From an optimization exercise on the open Yosys and OpenROAD flow, aimed at small area; shortcuts taken in it are not production practice.
Only simulation tests tie the RTL to the original design; equivalence was not proved.
Power and IR drop assume default switching activity.

==> inputs of trial 28 <==
==> flow/design.v <==
`timescale 1ns / 1ps
module D_FF(Clk  , reset, D    , Q);
    input D, Clk, reset;
    output reg Q;
    always @(posedge Clk or negedge reset)
        if (~reset)
            begin
                Q <= 1'b0;
            end 
        else
            begin
                Q <= D;
            end
endmodule 
`timescale 1ns / 1ps
module Register16b(Clk  ,     reset,      In,Out);
    input [15:0] In;
    input Clk, reset;
    output [15:0] Out;
    D_FF    DFF [15:0] (Clk  , reset, In    , Out);
endmodule
`timescale 1ns / 1ps
module Decoder_3to8(E     ,X        ,Z);
    input E;
    input [2:0] X;
    output [7:0] Z;
    and A0(Z[0],E,~X[2],~X[1],~X[0]);
    and A1(Z[1],E,~X[2],~X[1], X[0]);
    and A2(Z[2],E,~X[2], X[1],~X[0]);
    and A3(Z[3],E,~X[2], X[1], X[0]);
    and A4(Z[4],E, X[2],~X[1],~X[0]);
    and A5(Z[5],E, X[2],~X[1], X[0]);
    and A6(Z[6],E, X[2], X[1],~X[0]);
    and A7(Z[7],E, X[2], X[1], X[0]);
endmodule
`timescale 1ns / 1ps
module Decoder_4to16(E,X,Z);
    input E;
    input [3:0] X;
    output [15:0] Z;  
    not(X3not,X[3]);
    and(E1,X3not,E);
    and(E2,X[3],E);
    Decoder_3to8        DEC1        (E1     ,X[2:0]        ,Z[7:0]);
    Decoder_3to8        DEC2        (E2      ,X[2:0]        ,Z[15:8]);
endmodule
`timescale 1ns / 1ps
module Mux16bit_2to1(E     ,   S  , X1   , X0   , Z);
    input E, S;
    input [15:0] X1;
    input [15:0] X0;
    output [15:0] Z;
    wire Snot; 
    wire [15:0] A1;
    wire [15:0] A2; 
    not            n1(Snot,S);
    genvar i;
    generate
        for (i = 0; i < 16; i = i + 1) begin : bit_slice
            and a2  (A2[i],E,Snot,X0[i]);
            and a1  (A1[i],E,S,X1[i]);
            or  o1  (Z[i], A1[i], A2[i]);
        end
    endgenerate
endmodule
`timescale 1ns / 1ps
module Mux16bit_8to1(E     ,   S  , X0,X1,X2,X3,X4,X5,X6,X7, Z);
    input E;
    input [2:0] S;
    input [15:0] X0,X1,X2,X3,X4,X5,X6,X7;
    output [15:0] Z;
    wire [15:0] Z0,Z1, Z2, Z3, Z4,Z5;
    Mux16bit_2to1       MUX4        (E     ,   S[0]  , X1   , X0   , Z0); 
    Mux16bit_2to1       MUX3        (E     ,   S[0]  , X3   , X2   , Z1);
    Mux16bit_2to1       MUX2        (E     ,   S[0]  , X5   , X4   , Z2);     
    Mux16bit_2to1       MUX1        (E     ,   S[0]  , X7   , X6   , Z3);
    Mux16bit_2to1       MUX6        (E     ,   S[1]  , Z1   , Z0   , Z4);
    Mux16bit_2to1       MUX5        (E     ,   S[1]  , Z3   , Z2   , Z5);
    Mux16bit_2to1       MUX7        (E     ,   S[2]  , Z5   , Z4   , Z);        
endmodule
`timescale 1ns / 1ps
module Mux16bit_16to1(E,S,X0,X1,X2,X3,X4,X5,X6,X7,X8,X9,X10,X11,X12,X13,X14,X15,Z);
    input E;
    input [3:0] S;
    input [15:0] X0,X1,X2,X3,X4,X5,X6,X7,X8,X9,X10,X11,X12,X13,X14,X15;
    output [15:0] Z;
    wire [15:0] Z1, Z2;
    Mux16bit_8to1       MUX1        (E,S[2:0],X0,X1,X2,X3,X4,X5,X6,X7,Z1);
    Mux16bit_8to1       MUX2        (E,S[2:0],X8,X9,X10,X11,X12,X13,X14,X15,Z2);
    Mux16bit_2to1       MUX3        (E     ,   S[3]  ,  Z2  , Z1   , Z);    
endmodule
`timescale 1ns / 1ps
module Reg_File16b(A,B,C,Aaddr,Baddr,Caddr,Load,Clear,Clk);
    output [15:0] A,B;
    input [15:0] C;
    input [3:0] Aaddr,Baddr,Caddr;
    input Load,Clear,Clk;
    reg ready;
    always @(posedge Clk or negedge Clear)
        if (~Clear) ready <= 1'b0;
        else        ready <= 1'b1;
    wire [15:0] we = Load ? (16'h0001 << Caddr) : 16'h0000;
    wire [15:0] asel = ready ? (16'h0001 << Aaddr) : 16'h0000;
    wire [15:0] bsel = ready ? (16'h0001 << Baddr) : 16'h0000;
    wire [255:0] q;
    genvar i;
    generate
        for (i = 0; i < 16; i = i + 1) begin : r
            wire keep = ~we[i] & ready;
            wire [15:0] nd;
            reg  [15:0] d;
            genvar k;
            for (k = 0; k < 16; k = k + 1) begin : b
                Rf_Ao22 m (we[i], C[k], keep, d[k], nd[k]);
            end
            always @(posedge Clk)
                d <= nd;
            assign q[16*i +: 16] = d;
        end
        for (i = 0; i < 16; i = i + 1) begin : rd
            wire [15:0] col;
            genvar k;
            for (k = 0; k < 16; k = k + 1) begin : c
                assign col[k] = q[16*k + i];
            end
            Rf_Read16 ra (.s(asel), .d(col), .y(A[i]));
            Rf_Read16 rb (.s(bsel), .d(col), .y(B[i]));
        end
    endgenerate
endmodule
module Rf_Read16(s, d, y);
    input [15:0] s, d;
    output y;
    wire [5:0] t;
    Rf_Aoi222 g0 (s[0],  d[0],  s[1],  d[1],  s[2],  d[2],  t[0]);
    Rf_Aoi222 g1 (s[3],  d[3],  s[4],  d[4],  s[5],  d[5],  t[1]);
    Rf_Aoi222 g2 (s[6],  d[6],  s[7],  d[7],  s[8],  d[8],  t[2]);
    Rf_Aoi222 g3 (s[9],  d[9],  s[10], d[10], s[11], d[11], t[3]);
    Rf_Aoi222 g4 (s[12], d[12], s[13], d[13], s[14], d[14], t[4]);
    Rf_Nand2  g5 (s[15], d[15], t[5]);
    Rf_Nand6  g6 (t, y);
endmodule
module Rf_Aoi222(a1, a2, b1, b2, c1, c2, y);
    input a1, a2, b1, b2, c1, c2;
    output y;
    assign y = ~((a1 & a2) | (b1 & b2) | (c1 & c2));
endmodule
module Rf_Ao22(a1, a2, b1, b2, y);
    input a1, a2, b1, b2;
    output y;
    assign y = (a1 & a2) | (b1 & b2);
endmodule
module Rf_Nand2(a, b, y);
    input a, b;
    output y;
    assign y = ~(a & b);
endmodule
module Rf_Nand6(t, y);
    input [5:0] t;
    output y;
    assign y = ~(&t);
endmodule
==> flow/flow/run.sh <==
#!/bin/bash
# The standard layout (the standard.sh, unchanged synthesis), with two
# changes: port buffers use the smallest buffer, and the clock tree uses
# clkbuf_4 in clusters of at most 9 sinks within 50 um, without dummy
# balancing loads. ORFS writes each step's full log under orfs/logs/;
# make's own output goes to standard.log.
set -uo pipefail
bash standard.sh \
  'BUFFER_PORTS_ARGS=-buffer_cell sky130_fd_sc_hd__buf_1' \
  'CTS_ARGS=-sink_clustering_enable -repair_clock_nets -dont_use_dummy_load -buf_list sky130_fd_sc_hd__clkbuf_4 -sink_clustering_size 9 -sink_clustering_max_diameter 50' \
  finish > standard.log 2>&1
==> flow/standard.sh <==
#!/bin/bash
# synth_recipe.tcl (not shown) runs the flow's synth.tcl, then flattens the netlist and writes it again
# the make line also repeats each setting of config.mk as NAME=value (left out here)
make -C /OpenROAD-flow-scripts/flow DESIGN_CONFIG=/design/flow/config.mk WORK_HOME=/design/flow/orfs CLKGATE_MAP_FILE= SYNTH_SCRIPT=/design/flow/synth_recipe.tcl "${@:-finish}"
==> flow/config.mk <==
export PLATFORM = sky130hd
export DESIGN_NAME = Reg_File16b
export DESIGN_NICKNAME = Reg_File16b
export VERILOG_FILES = /design/flow/design.v
export SDC_FILE = /design/flow/constraint.sdc
export NUM_CORES = 4
export LEC_CHECK = 0
export CAP_MARGIN = 0
export CORE_MARGIN = 2
export CORE_UTILIZATION = 40
export SLEW_MARGIN = 0
export SYNTH_HIERARCHICAL = 1
==> flow/constraint.sdc <==
create_clock -name core_clock -period 5.0 [get_ports {Clk}]
set_input_delay 1.0000 -clock core_clock [delete_from_list [all_inputs] [get_ports {Clk}]]
set_output_delay 1.0000 -clock core_clock [all_outputs]
set_load 0.01 [all_outputs]
==> inputs of build 39, as changes to trial 28 <==
--- a/flow/design.v
+++ b/flow/design.v
@@ -96,67 +96,32 @@
     input [3:0] Aaddr,Baddr,Caddr;
     input Load,Clear,Clk;
-    reg ready;
+    reg  [15:0] valid;
+    wire [15:0] we = Load ? (16'h0001 << Caddr) : 16'h0000;
     always @(posedge Clk or negedge Clear)
-        if (~Clear) ready <= 1'b0;
-        else        ready <= 1'b1;
-    wire [15:0] we = Load ? (16'h0001 << Caddr) : 16'h0000;
-    wire [15:0] asel = ready ? (16'h0001 << Aaddr) : 16'h0000;
-    wire [15:0] bsel = ready ? (16'h0001 << Baddr) : 16'h0000;
+        if (~Clear) valid <= 16'h0000;
+        else        valid <= valid | we;
+    wire [15:0] asel = valid & (16'h0001 << Aaddr);
+    wire [15:0] bsel = valid & (16'h0001 << Baddr);
     wire [255:0] q;
     genvar i;
     generate
         for (i = 0; i < 16; i = i + 1) begin : r
-            wire keep = ~we[i] & ready;
-            wire [15:0] nd;
-            reg  [15:0] d;
-            genvar k;
-            for (k = 0; k < 16; k = k + 1) begin : b
-                Rf_Ao22 m (we[i], C[k], keep, d[k], nd[k]);
-            end
+            reg [15:0] d;
             always @(posedge Clk)
-                d <= nd;
+                d <= we[i] ? C : (d & {16{valid[i]}});
             assign q[16*i +: 16] = d;
         end
-        for (i = 0; i < 16; i = i + 1) begin : rd
-            wire [15:0] col;
-            genvar k;
-            for (k = 0; k < 16; k = k + 1) begin : c
-                assign col[k] = q[16*k + i];
-            end
-            Rf_Read16 ra (.s(asel), .d(col), .y(A[i]));
-            Rf_Read16 rb (.s(bsel), .d(col), .y(B[i]));
+    endgenerate
+    integer k;
+    reg [15:0] a_r, b_r;
+    always @* begin
+        a_r = 16'h0000;
+        b_r = 16'h0000;
+        for (k = 0; k < 16; k = k + 1) begin
+            a_r = a_r | ({16{asel[k]}} & q[16*k +: 16]);
+            b_r = b_r | ({16{bsel[k]}} & q[16*k +: 16]);
         end
-    endgenerate
+    end
+    assign A = a_r;
+    assign B = b_r;
 endmodule
-module Rf_Read16(s, d, y);
-    input [15:0] s, d;
-    output y;
-    wire [5:0] t;
-    Rf_Aoi222 g0 (s[0],  d[0],  s[1],  d[1],  s[2],  d[2],  t[0]);
-    Rf_Aoi222 g1 (s[3],  d[3],  s[4],  d[4],  s[5],  d[5],  t[1]);
-    Rf_Aoi222 g2 (s[6],  d[6],  s[7],  d[7],  s[8],  d[8],  t[2]);
-    Rf_Aoi222 g3 (s[9],  d[9],  s[10], d[10], s[11], d[11], t[3]);
-    Rf_Aoi222 g4 (s[12], d[12], s[13], d[13], s[14], d[14], t[4]);
-    Rf_Nand2  g5 (s[15], d[15], t[5]);
-    Rf_Nand6  g6 (t, y);
-endmodule
-module Rf_Aoi222(a1, a2, b1, b2, c1, c2, y);
-    input a1, a2, b1, b2, c1, c2;
-    output y;
-    assign y = ~((a1 & a2) | (b1 & b2) | (c1 & c2));
-endmodule
-module Rf_Ao22(a1, a2, b1, b2, y);
-    input a1, a2, b1, b2;
-    output y;
-    assign y = (a1 & a2) | (b1 & b2);
-endmodule
-module Rf_Nand2(a, b, y);
-    input a, b;
-    output y;
-    assign y = ~(a & b);
-endmodule
-module Rf_Nand6(t, y);
-    input [5:0] t;
-    output y;
-    assign y = ~(&t);
-endmodule
==> flow/run.sh (new file) <==
#!/bin/bash
# synth_recipe.tcl (not shown) runs the flow's synth.tcl, then flattens the netlist and writes it again
# the make line also repeats each setting of config.mk as NAME=value (left out here)
make -C /OpenROAD-flow-scripts/flow DESIGN_CONFIG=/design/flow/config.mk WORK_HOME=/design/flow/orfs CLKGATE_MAP_FILE= SYNTH_SCRIPT=/design/flow/synth_recipe.tcl finish
- CAP_MARGIN: 0 -> 20
- SLEW_MARGIN: 0 -> 20
- SYNTH_HIERARCHICAL: 1 -> unset
removed: flow/flow/run.sh
removed: flow/standard.sh
==> summary.txt <==
item	trial 28	build 39
Result of the run	no timing/DRC/antenna violations	no timing/DRC/antenna violations
Standard cell area after detailed placement	11,200 um2	13,300 um2
Number of tapcells	330	396
Standard cell core area	25,000 um2	30,600 um2
Largest cell class	flip-flops and latches	multi-input combinational cells
Design Area, Final	11,400 um2	14,300 um2
Fraction of the mapped netlist area in simple logic gates	0.0942	0.255
Multiplexer share of the synthesized area	0	0.00181
Non-clock buffer total of the final layout	107	128
Total power draw	3.42 mW	5.32 mW
Mean cell area of the mapped netlist	11.7 um2	7.30 um2
Starting utilization of the core area	0.405	0.406
Final WS setup	0.330 ns	0.261 ns

## what the ideal ports hide
No port has a modelled driver above. Below, the same layouts with a new extraction and two added sets of constraints. Step 1 sets driving cells, clkbuf_16 on the clock port and buf_2 on the other inputs (assumed; they add their load-dependent delay and slew). Step 2 moves the port delays by t, midway between the first and last clock arrival at a register: inputs arrive t later, outputs are due t later. That takes back most of the time a late clock gives input paths. Slacks: ideal / step 1 / step 2; pairs: ideal / step 1.
run	t (ns)	slack for setup (ns)	latest minus earliest clock arrival (ns)	worst register clock-pin slew, ns	worst slew at a driven data input, ns
trial 28	0.680	0.330 / 0.286 / 0.620	0.047 / 0.047	0.11 / 0.11	0.17
build 39	0.612	0.261 / 0.229 / 0.229	0.010 / 0.010	0.07 / 0.07	0.07
After both steps every run listed still meets setup and hold. The setup slack of build 39, which loses most, moves by -0.032 ns with the drivers and by -0.032 ns with both steps.
